What follows belongs to an exercise in optimizing a design on an open flow for small area and a short achievable clock period; a production flow would make more cautious choices.
Only simulation tests tie the RTL to the original design; equivalence was not proved.
Power is estimated from default activity; no workload was simulated.

==> inputs of try-ember <==
// pipeline_top
module pipeline_top (
	input  logic        clk_i,
	input  logic        rst_ni,
	input  logic [31:0] io_sw_i,
	output logic [12:0] imem_addr_o,
	input  logic [31:0] imem_rdata_i,
	output logic [12:0] pc_debug_o,
	output logic [31:0] io_lcd_o,
	output logic [31:0] io_ledr_o,
	output logic [31:0] io_ledg_o,
	output logic [6:0]  io_hex0_o,
	output logic [6:0]  io_hex1_o,
	output logic [31:0] io_hex2_o,
	output logic [31:0] io_hex3_o,
	output logic [31:0] io_hex4_o,
	output logic [31:0] io_hex5_o,
	output logic [31:0] io_hex6_o,
	output logic [31:0] io_hex7_o
);
clock: 10.0 ns
lec_check: 0
cap_margin: 20
core_margin: 2
core_utilization: 40
cts_cluster_diameter: 70
cts_cluster_size: 25
slew_margin: 25
tns_end_percent: 5
standard.sh (not shown) runs the stock make flow with config.mk's settings and CLKGATE_MAP_FILE= SYNTH_SCRIPT=/design/flow/synth_recipe.tcl, a recipe that flattens the netlist after the stock synthesis.
==> flow/flow/run.sh <==
#!/bin/bash
set -euo pipefail
bash standard.sh SETUP_SLACK_MARGIN=${MARGIN:-6.4} \
  "BUFFER_PORTS_ARGS=-buffer_cell sky130_fd_sc_hd__buf_2" finish > standard.log 2>&1
==> inputs of try-zinc, as changes to try-ember <==
--- a/flow/design.v
+++ b/flow/design.v
@@ -19,35 +19,31 @@
 );
   logic [12:0] pc_q;
   logic [31:0] id_instr;
   logic [12:0] id_pc;
   logic        id_valid;
   logic        ex_regw, ex_memw, ex_load, ex_beq, ex_bne, ex_blt, ex_jump;
   logic        ex_jalr, ex_sgn, ex_sub, ex_shl, ex_sra;
-  logic [31:0] ex_rs1, ex_rs2;
-  logic [12:0] ex_imm;      
+  logic [31:0] ex_rs1, ex_rs2, ex_imm;
   logic [12:0] ex_pc;
   logic [4:0]  ex_rd;
-  logic [2:0]  ex_asel;    
+  logic [3:0]  ex_asel;    
   logic [3:0]  ex_bsel;    
   logic [2:0]  ex_dsel;    
   logic [6:0]  ex_rsel;    
   logic        m_regw, m_memw;
   logic        m_load;
   logic [31:0] m_alu, m_wd;
   logic [4:0]  m_rd;
   logic        w_regw;
   logic [31:0] w_res;
   logic [4:0]  w_rd;
   logic [31:1]      rf_v;
   logic [31*32-1:0] rf_c1, rf_c2;    
-  logic [64*32-1:0] dm_c;             
-  logic [3:0]  id_r1hi, id_r2hi;      
-  logic [7:0]  id_r1lo, id_r2lo;      
-  logic [7:0]  m_dhi, m_dlo;          
+  logic [31:0] dmem [0:63];
   logic [6:0]  hex0_q, hex1_q;    
   logic [31:0] hex2_q, hex3_q, hex4_q, hex5_q, hex6_q, hex7_q, ledr_q, ledg_q, lcd_q;
   function automatic logic [6:0] seg7(input logic [3:0] d);
     case (d)
       4'h0: seg7 = 7'b0000001;
       4'h1: seg7 = 7'b1001111;
       4'h2: seg7 = 7'b0010010;
@@ -90,55 +86,53 @@
   assign d_regw = id_valid & (op_r | op_i | op_l | op_jal | op_jalr | op_auipc | op_lui);
   assign d_memw = id_valid & op_s;
   assign d_load = id_valid & op_l;
   assign d_beq  = id_valid & op_b & (f3 == 3'b000);
   assign d_bne  = id_valid & op_b & (f3 == 3'b001);
   assign d_blt  = id_valid & op_b & (f3 == 3'b100 || f3 == 3'b110);
   assign d_jump = id_valid & (op_jal | op_jalr);
-  logic [12:0] d_imm;
+  logic [31:0] d_imm;
   always_comb begin
     if (op_s)
-      d_imm = {{2{id_instr[31]}}, id_instr[30:25], id_instr[11:7]};
+      d_imm = {{21{id_instr[31]}}, id_instr[30:25], id_instr[11:7]};
     else if (op_b)
-      d_imm = {id_instr[31], id_instr[7], id_instr[30:25], id_instr[11:8], 1'b0};
+      d_imm = {{20{id_instr[31]}}, id_instr[7], id_instr[30:25], id_instr[11:8], 1'b0};
     else if (op_jal)
-      d_imm = {id_instr[12], id_instr[20], id_instr[30:21], 1'b0};
+      d_imm = {{12{id_instr[31]}}, id_instr[19:12], id_instr[20], id_instr[30:21], 1'b0};
+    else if (op_auipc | op_lui)
+      d_imm = {id_instr[31:12], 12'b0};
     else
-      d_imm = {{2{id_instr[31]}}, id_instr[30:20]};
+      d_imm = {{21{id_instr[31]}}, id_instr[30:20]};
   end
-  logic [31:0] d_ures;
-  assign d_ures = {id_instr[31:12] + {19'b0, op_auipc & id_pc[12]},
-                   op_auipc ? id_pc[11:0] : 12'b0};
   logic arith;
   assign arith = op_r | op_i;
   logic [6:0] d_rsel;
-  logic pass;
-  assign pass = op_jal | op_jalr | op_lui | op_auipc;
-  assign d_rsel[0] = ~arith ? ~pass : (f3 == 3'b000);  
+  assign d_rsel[0] = ~arith ? ~(op_jal | op_jalr) : (f3 == 3'b000);  
   assign d_rsel[1] = arith & (f3[2:1] == 2'b01);        
   assign d_rsel[2] = arith & (f3 == 3'b100);            
   assign d_rsel[3] = arith & (f3 == 3'b110);            
   assign d_rsel[4] = arith & (f3 == 3'b111);            
   assign d_rsel[5] = arith & (f3[1:0] == 2'b01);        
-  assign d_rsel[6] = pass;                               
+  assign d_rsel[6] = op_jal | op_jalr;                   
   logic d_sub, d_sgn, d_shl, d_sra;
   assign d_sub = op_r & b30;
   assign d_sgn = op_b ? ~f3[1] : ~f3[0];
   assign d_shl = ~f3[2];
   assign d_sra = b30 & f3[2];
   logic fa_m, fa_w, fb_m, fb_w;
   assign fa_m = ex_regw & (rs1a != 5'd0) & (ex_rd == rs1a);
   assign fa_w = m_regw  & (rs1a != 5'd0) & (m_rd  == rs1a);
   assign fb_m = ex_regw & (rs2a != 5'd0) & (ex_rd == rs2a);
   assign fb_w = m_regw  & (rs2a != 5'd0) & (m_rd  == rs2a);
-  logic b_imm;
-  assign b_imm = op_i | op_l | op_s;
-  logic [2:0] d_asel, d_dsel;
-  logic [3:0] d_bsel;
-  assign d_asel = {~fa_m & fa_w, fa_m, ~fa_m & ~fa_w};
+  logic a_reg, b_imm;
+  assign a_reg = ~(op_auipc | op_lui);
+  assign b_imm = op_i | op_l | op_s | op_auipc | op_lui;
+  logic [3:0] d_asel, d_bsel;
+  logic [2:0] d_dsel;
+  assign d_asel = {op_auipc, a_reg & ~fa_m & fa_w, a_reg & fa_m, a_reg & ~fa_m & ~fa_w};
   assign d_bsel = {b_imm, ~b_imm & ~fb_m & fb_w, ~b_imm & fb_m, ~b_imm & ~fb_m & ~fb_w};
   assign d_dsel = {~fb_m & fb_w, fb_m, ~fb_m & ~fb_w};
   logic [31:0] rd1, rd2;
   always_comb begin
     rd1 = 32'b0;
     rd2 = 32'b0;
     for (int i = 0; i < 31; i++) begin
@@ -149,21 +143,20 @@
   logic byp1, byp2;
   assign byp1 = w_regw & (rs1a != 5'd0) & (w_rd == rs1a);
   assign byp2 = w_regw & (rs2a != 5'd0) & (w_rd == rs2a);
   logic [31:0] d_rs1, d_rs2;
   logic [12:0] id_pc4;
   assign id_pc4 = id_pc + 13'd4;
   assign d_rs1 = byp1 ? w_res : rd1;
-  assign d_rs2 = (op_jal | op_jalr) ? {19'b0, id_pc4} : (op_lui | op_auipc) ? d_ures :
-                 byp2 ? w_res : rd2;
+  assign d_rs2 = (op_jal | op_jalr) ? {19'b0, id_pc4} : byp2 ? w_res : rd2;
   logic [31:0] srca, srcb, sdata;
   assign srca = ({32{ex_asel[0]}} & ex_rs1) | ({32{ex_asel[1]}} & m_alu) |
-                ({32{ex_asel[2]}} & w_res);
+                ({32{ex_asel[2]}} & w_res)  | ({32{ex_asel[3]}} & {19'b0, ex_pc});
   assign srcb = ({32{ex_bsel[0]}} & ex_rs2) | ({32{ex_bsel[1]}} & m_alu) |
-                ({32{ex_bsel[2]}} & w_res)  | ({32{ex_bsel[3]}} & {{19{ex_imm[12]}}, ex_imm});
+                ({32{ex_bsel[2]}} & w_res)  | ({32{ex_bsel[3]}} & ex_imm);
   assign sdata = ({32{ex_dsel[0]}} & ex_rs2) | ({32{ex_dsel[1]}} & m_alu) |
                  ({32{ex_dsel[2]}} & w_res);
   logic [31:0] sum;
   assign sum = srca + (srcb ^ {32{ex_sub}}) + {31'b0, ex_sub};
   logic cmp, eq;
   assign cmp = {srca[31] ^ ex_sgn, srca[30:0]} < {srcb[31] ^ ex_sgn, srcb[30:0]};
   assign eq  = (srca == srcb);
@@ -185,49 +178,48 @@
                   ({32{ex_rsel[3]}} & (srca | srcb)) |
                   ({32{ex_rsel[4]}} & (srca & srcb)) |
                   ({32{ex_rsel[5]}} & sh_out) |
                   ({32{ex_rsel[6]}} & ex_rs2);
   logic pcsrc;
   assign pcsrc = ex_jump | (ex_beq & eq) | (ex_bne & ~eq) | (ex_blt & cmp);
   logic [12:0] tgt_sum, tgt;
-  assign tgt_sum = (ex_jalr ? srca[12:0] : ex_pc) + ex_imm;
+  assign tgt_sum = (ex_jalr ? srca[12:0] : ex_pc) + ex_imm[12:0];
   assign tgt = {tgt_sum[12:1], tgt_sum[0] & ~ex_jalr};
   logic lw_stall;
   assign lw_stall = ex_load & ((ex_rd == rs1a) | (ex_rd == rs2a));
   logic [9:0] addr;
   assign addr = m_alu[9:0];
   logic [31:0] dm_rd, ld_data, m_res;
   always_comb begin
     dm_rd = 32'b0;
-    for (int i = 0; i < 64; i++) dm_rd = dm_rd | dm_c[i*32 +: 32];
+    for (int i = 0; i < 64; i++) dm_rd = dm_rd | ({32{addr[5:0] == i}} & dmem[i]);
   end
   assign ld_data = ~addr[9] ? dm_rd : (addr[9:6] == 4'b1001) ? io_sw_i : 32'b0;
   assign m_res = m_load ? ld_data : m_alu;
   logic io_lo;
   assign io_lo = m_memw & (addr[3:0] <= 4'd9);
   always_ff @(posedge clk_i or negedge rst_ni) begin
     if (!rst_ni) begin
       pc_q     <= 13'b0;
+      id_pc    <= 13'b0;
       id_valid <= 1'b0;
     end else begin
       if (pcsrc) pc_q <= tgt;
       else if (!lw_stall) pc_q <= pc_q + 13'd4;
-      if (pcsrc) id_valid <= 1'b0;
-      else if (!lw_stall) id_valid <= 1'b1;
+      if (pcsrc) begin
+        id_pc    <= 13'b0;
+        id_valid <= 1'b0;
+      end else if (!lw_stall) begin
+        id_pc    <= pc_q;
+        id_valid <= 1'b1;
+      end
     end
   end
   always_ff @(posedge clk_i) begin
-    if (!lw_stall) begin
-      id_instr <= imem_rdata_i;
-      id_r1hi  <= 4'b1 << imem_rdata_i[19:18];
-      id_r1lo  <= 8'b1 << imem_rdata_i[17:15];
-      id_r2hi  <= 4'b1 << imem_rdata_i[24:23];
-      id_r2lo  <= 8'b1 << imem_rdata_i[22:20];
-      id_pc    <= pc_q;
-    end
+    if (!lw_stall) id_instr <= imem_rdata_i;
   end
   always_ff @(posedge clk_i or negedge rst_ni) begin
     if (!rst_ni) begin
       ex_regw <= 1'b0; ex_memw <= 1'b0; ex_load <= 1'b0;
       ex_beq  <= 1'b0; ex_bne  <= 1'b0; ex_blt  <= 1'b0; ex_jump <= 1'b0;
     end else if (lw_stall | pcsrc) begin
       ex_regw <= 1'b0; ex_memw <= 1'b0; ex_load <= 1'b0;
@@ -262,16 +254,14 @@
       m_regw <= ex_regw;
       m_memw <= ex_memw;
       w_regw <= m_regw;
     end
   end
   always_ff @(posedge clk_i) begin
     m_load <= ex_load;
-    m_dhi  <= 8'b1 << sum[5:3];
-    m_dlo  <= 8'b1 << sum[2:0];
     m_alu  <= ex_res;
     m_wd   <= sdata;
     m_rd   <= ex_rd;
     w_res  <= m_res;
     w_rd   <= m_rd;
   end
   genvar gi;
@@ -279,35 +269,25 @@
     for (gi = 1; gi < 32; gi++) begin : g_rf
       logic we;
       logic [31:0] r;
       assign we = w_regw & (w_rd == gi);
       always_ff @(posedge clk_i) begin
         if (we) r <= w_res;
       end
-      assign rf_c1[(gi-1)*32 +: 32] = {32{rf_v[gi] & id_r1hi[gi/8] & id_r1lo[gi%8]}} & r;
-      assign rf_c2[(gi-1)*32 +: 32] = {32{rf_v[gi] & id_r2hi[gi/8] & id_r2lo[gi%8]}} & r;
+      assign rf_c1[(gi-1)*32 +: 32] = {32{rf_v[gi] && rs1a == gi}} & r;
+      assign rf_c2[(gi-1)*32 +: 32] = {32{rf_v[gi] && rs2a == gi}} & r;
       always_ff @(posedge clk_i or negedge rst_ni) begin
         if (!rst_ni) rf_v[gi] <= 1'b0;
         else if (we) rf_v[gi] <= 1'b1;
       end
     end
   endgenerate
-  logic dm_we;
-  assign dm_we = m_memw & ~addr[9];
-  generate
-    for (gi = 0; gi < 64; gi++) begin : g_dm
-      logic sel;
-      logic [31:0] w;
-      assign sel = m_dhi[gi/8] & m_dlo[gi%8];
-      always_ff @(posedge clk_i) begin
-        if (dm_we & sel) w <= m_wd;
-      end
-      assign dm_c[gi*32 +: 32] = {32{sel}} & w;
-    end
-  endgenerate
+  always_ff @(posedge clk_i) begin
+    if (m_memw & ~addr[9]) dmem[addr[5:0]] <= m_wd;
+  end
   always_ff @(posedge clk_i or negedge rst_ni) begin
     if (!rst_ni) begin
       hex0_q <= 7'b0000001; hex1_q <= 7'b0000001;
       hex2_q <= 32'b0; hex3_q <= 32'b0; hex4_q <= 32'b0; hex5_q <= 32'b0;
       hex6_q <= 32'b0; hex7_q <= 32'b0; ledr_q <= 32'b0; ledg_q <= 32'b0;
       lcd_q  <= 32'b0;
     end else if (io_lo && addr[9:7] == 3'b100) begin
@@ -327,15 +307,15 @@
         2'd1: ledg_q <= m_wd;
         2'd2: lcd_q  <= m_wd;
         default: ;
       endcase
     end
   end
   assign imem_addr_o = pc_q;
-  assign pc_debug_o  = id_pc & {13{id_valid}};
+  assign pc_debug_o  = id_pc;
   assign io_hex0_o   = hex0_q;
   assign io_hex1_o   = hex1_q;
   assign io_hex2_o   = hex2_q;
   assign io_hex3_o   = hex3_q;
   assign io_hex4_o   = hex4_q;
   assign io_hex5_o   = hex5_q;
   assign io_hex6_o   = hex6_q;
==> flow/flow/run.sh (replaced) <==
#!/bin/bash
set -euo pipefail
bash standard.sh SETUP_SLACK_MARGIN=${MARGIN:-6.2} finish > standard.log 2>&1
CTS_CLUSTER_DIAMETER = default   (was 70)
CTS_CLUSTER_SIZE = default   (was 25)
SLEW_MARGIN = 20   (was 25)
TNS_END_PERCENT = default   (was 5)
==> inputs of try-fjord, as changes to try-ember <==
--- a/flow/design.v
+++ b/flow/design.v
@@ -203,30 +203,35 @@
   assign ld_data = ~addr[9] ? dm_rd : (addr[9:6] == 4'b1001) ? io_sw_i : 32'b0;
   assign m_res = m_load ? ld_data : m_alu;
   logic io_lo;
   assign io_lo = m_memw & (addr[3:0] <= 4'd9);
   always_ff @(posedge clk_i or negedge rst_ni) begin
     if (!rst_ni) begin
       pc_q     <= 13'b0;
+      id_pc    <= 13'b0;
       id_valid <= 1'b0;
     end else begin
       if (pcsrc) pc_q <= tgt;
       else if (!lw_stall) pc_q <= pc_q + 13'd4;
-      if (pcsrc) id_valid <= 1'b0;
-      else if (!lw_stall) id_valid <= 1'b1;
+      if (pcsrc) begin
+        id_pc    <= 13'b0;
+        id_valid <= 1'b0;
+      end else if (!lw_stall) begin
+        id_pc    <= pc_q;
+        id_valid <= 1'b1;
+      end
     end
   end
   always_ff @(posedge clk_i) begin
     if (!lw_stall) begin
       id_instr <= imem_rdata_i;
       id_r1hi  <= 4'b1 << imem_rdata_i[19:18];
       id_r1lo  <= 8'b1 << imem_rdata_i[17:15];
       id_r2hi  <= 4'b1 << imem_rdata_i[24:23];
       id_r2lo  <= 8'b1 << imem_rdata_i[22:20];
-      id_pc    <= pc_q;
     end
   end
   always_ff @(posedge clk_i or negedge rst_ni) begin
     if (!rst_ni) begin
       ex_regw <= 1'b0; ex_memw <= 1'b0; ex_load <= 1'b0;
       ex_beq  <= 1'b0; ex_bne  <= 1'b0; ex_blt  <= 1'b0; ex_jump <= 1'b0;
     end else if (lw_stall | pcsrc) begin
@@ -327,15 +332,15 @@
         2'd1: ledg_q <= m_wd;
         2'd2: lcd_q  <= m_wd;
         default: ;
       endcase
     end
   end
   assign imem_addr_o = pc_q;
-  assign pc_debug_o  = id_pc & {13{id_valid}};
+  assign pc_debug_o  = id_pc;
   assign io_hex0_o   = hex0_q;
   assign io_hex1_o   = hex1_q;
   assign io_hex2_o   = hex2_q;
   assign io_hex3_o   = hex3_q;
   assign io_hex4_o   = hex4_q;
   assign io_hex5_o   = hex5_q;
   assign io_hex6_o   = hex6_q;
==> flow/flow/run.sh (replaced) <==
#!/bin/bash
set -euo pipefail
bash standard.sh SETUP_SLACK_MARGIN=${MARGIN:-6.6} \
  "BUFFER_PORTS_ARGS=-buffer_cell sky130_fd_sc_hd__buf_2" finish > standard.log 2>&1
CORE_UTILIZATION = 50   (was 40)
PLACE_DENSITY = 0.7   (was default)
==> inputs of try-sierra, as changes to try-ember <==
--- a/flow/design.v
+++ b/flow/design.v
@@ -203,30 +203,35 @@
   assign ld_data = ~addr[9] ? dm_rd : (addr[9:6] == 4'b1001) ? io_sw_i : 32'b0;
   assign m_res = m_load ? ld_data : m_alu;
   logic io_lo;
   assign io_lo = m_memw & (addr[3:0] <= 4'd9);
   always_ff @(posedge clk_i or negedge rst_ni) begin
     if (!rst_ni) begin
       pc_q     <= 13'b0;
+      id_pc    <= 13'b0;
       id_valid <= 1'b0;
     end else begin
       if (pcsrc) pc_q <= tgt;
       else if (!lw_stall) pc_q <= pc_q + 13'd4;
-      if (pcsrc) id_valid <= 1'b0;
-      else if (!lw_stall) id_valid <= 1'b1;
+      if (pcsrc) begin
+        id_pc    <= 13'b0;
+        id_valid <= 1'b0;
+      end else if (!lw_stall) begin
+        id_pc    <= pc_q;
+        id_valid <= 1'b1;
+      end
     end
   end
   always_ff @(posedge clk_i) begin
     if (!lw_stall) begin
       id_instr <= imem_rdata_i;
       id_r1hi  <= 4'b1 << imem_rdata_i[19:18];
       id_r1lo  <= 8'b1 << imem_rdata_i[17:15];
       id_r2hi  <= 4'b1 << imem_rdata_i[24:23];
       id_r2lo  <= 8'b1 << imem_rdata_i[22:20];
-      id_pc    <= pc_q;
     end
   end
   always_ff @(posedge clk_i or negedge rst_ni) begin
     if (!rst_ni) begin
       ex_regw <= 1'b0; ex_memw <= 1'b0; ex_load <= 1'b0;
       ex_beq  <= 1'b0; ex_bne  <= 1'b0; ex_blt  <= 1'b0; ex_jump <= 1'b0;
     end else if (lw_stall | pcsrc) begin
@@ -327,15 +332,15 @@
         2'd1: ledg_q <= m_wd;
         2'd2: lcd_q  <= m_wd;
         default: ;
       endcase
     end
   end
   assign imem_addr_o = pc_q;
-  assign pc_debug_o  = id_pc & {13{id_valid}};
+  assign pc_debug_o  = id_pc;
   assign io_hex0_o   = hex0_q;
   assign io_hex1_o   = hex1_q;
   assign io_hex2_o   = hex2_q;
   assign io_hex3_o   = hex3_q;
   assign io_hex4_o   = hex4_q;
   assign io_hex5_o   = hex5_q;
   assign io_hex6_o   = hex6_q;
==> flow/flow/run.sh (replaced) <==
#!/bin/bash
set -euo pipefail
bash standard.sh SETUP_SLACK_MARGIN=${MARGIN:-6.6} \
  "BUFFER_PORTS_ARGS=-buffer_cell sky130_fd_sc_hd__buf_2" finish > standard.log 2>&1
==> results.txt <==
* Htree depth at 4
* Critical Path Slowest Stage Cell: nor3b_1
* Worst r2r src: id_instr[24]
* Final Hold Slack at 0.392 ns
* GR Util met1 at 45.2%
* CP startpoint: id_instr[24]
* Post-Syn Nets at 9702
* Worst slew margin at 8.51%
* Seq/Total Area, Yosys at 72.7%
* Outcome: no timing/DRC/antenna violations
* Async S/R FF share, synth at 9.63%
The numbers above come from try-ember.

==> results.txt <==
* Outcome: no timing/DRC/antenna violations
* CP Data Arrival Time at 4.79 ns
* Critical Path Slowest Stage Cell: and3_1
* Dominant kind of cell: registers
* Seq power at 17.7 mW
* CP startpoint: ex_asel[1]
* Final Hold Slack at 0.365 ns
* GR Util met1 at 45.3%
* Worst r2r src: ex_asel[1]
* Layout area overhead at 13.6%
* Worst slew margin at 12.3%
* Synth Area in Compound Gates at 14.3%
* Htree depth at 4
* Post-DP Area at 0.156 mm2
* Post-Syn Nets at 9701
The numbers above come from try-sierra.

==> results.txt <==
* Outcome: no timing/DRC/antenna violations
* Worst r2r src: m_alu[5]
* Post-Syn Nets at 9587
* Async S/R FF share, synth at 10.0%
* CP startpoint: m_alu[5]
* Worst-path fanout max at 18
* DR iter-0 viols at 24763
* Htree depth at 5
* Sequential share of power at 49.9%
* Pint at 25.9 mW
* Final Hold Slack at 0.391 ns
* Critical Path Slowest Stage Cell: a21oi_1
The numbers above come from try-zinc.

==> results.txt <==
* Power per cell area at 187 mW/mm2
* Slack of the critical path at 6.05 ns
* Critical Path Slowest Stage Cell: mux4_2
* GR Util met1 at 52.6%
* Worst slew margin at 10.0%
* Async S/R FF share, synth at 9.98%
* Hold path depth at 0
* Final Hold Slack at 0.356 ns
* Outcome: no timing/DRC/antenna violations
* Critical R2R Capture: m_alu[0]
* Cells after synthesis at 9485
* DR top layer: met5
* NumNets Final at 10075
* Seq/Total Area, Yosys at 72.8%
* Htree depth at 4
* Total global-route track usage at 42.0%
The numbers above come from try-fjord.

## static timing again, ports no longer ideal
Ports are ideal in the flow. The routed layouts listed here were re-timed in OpenROAD. Step 1 (the two cells are an assumption about what drives the block):
set clk [get_ports {clk_i}]
set_driving_cell -lib_cell sky130_fd_sc_hd__clkbuf_16 $clk
set_driving_cell -lib_cell sky130_fd_sc_hd__buf_2 [delete_from_list [all_inputs] $clk]
Step 2 also shifts input and output timing later by t, the mid clock arrival at the registers, as if the neighbouring blocks saw the same clock. a / b / c = ideal / step 1 / step 2; a / b = the first two.
run	shift t [ns]	setup WS [ns]	pins driven straight from the clock port
try-ember	1.093	5.923 / 5.923 / 5.923	1
try-zinc	1.106	6.024 / 6.024 / 6.024	1
try-fjord	1.055	6.053 / 6.053 / 5.891	1
try-sierra	1.058	5.989 / 5.989 / 5.989	1
After both steps every run listed still meets setup and hold. The setup slack of try-fjord, which loses most, moves by 0.000 ns with the drivers and by -0.162 ns with both steps. The worst setup slack also covers recovery checks on asynchronous resets.
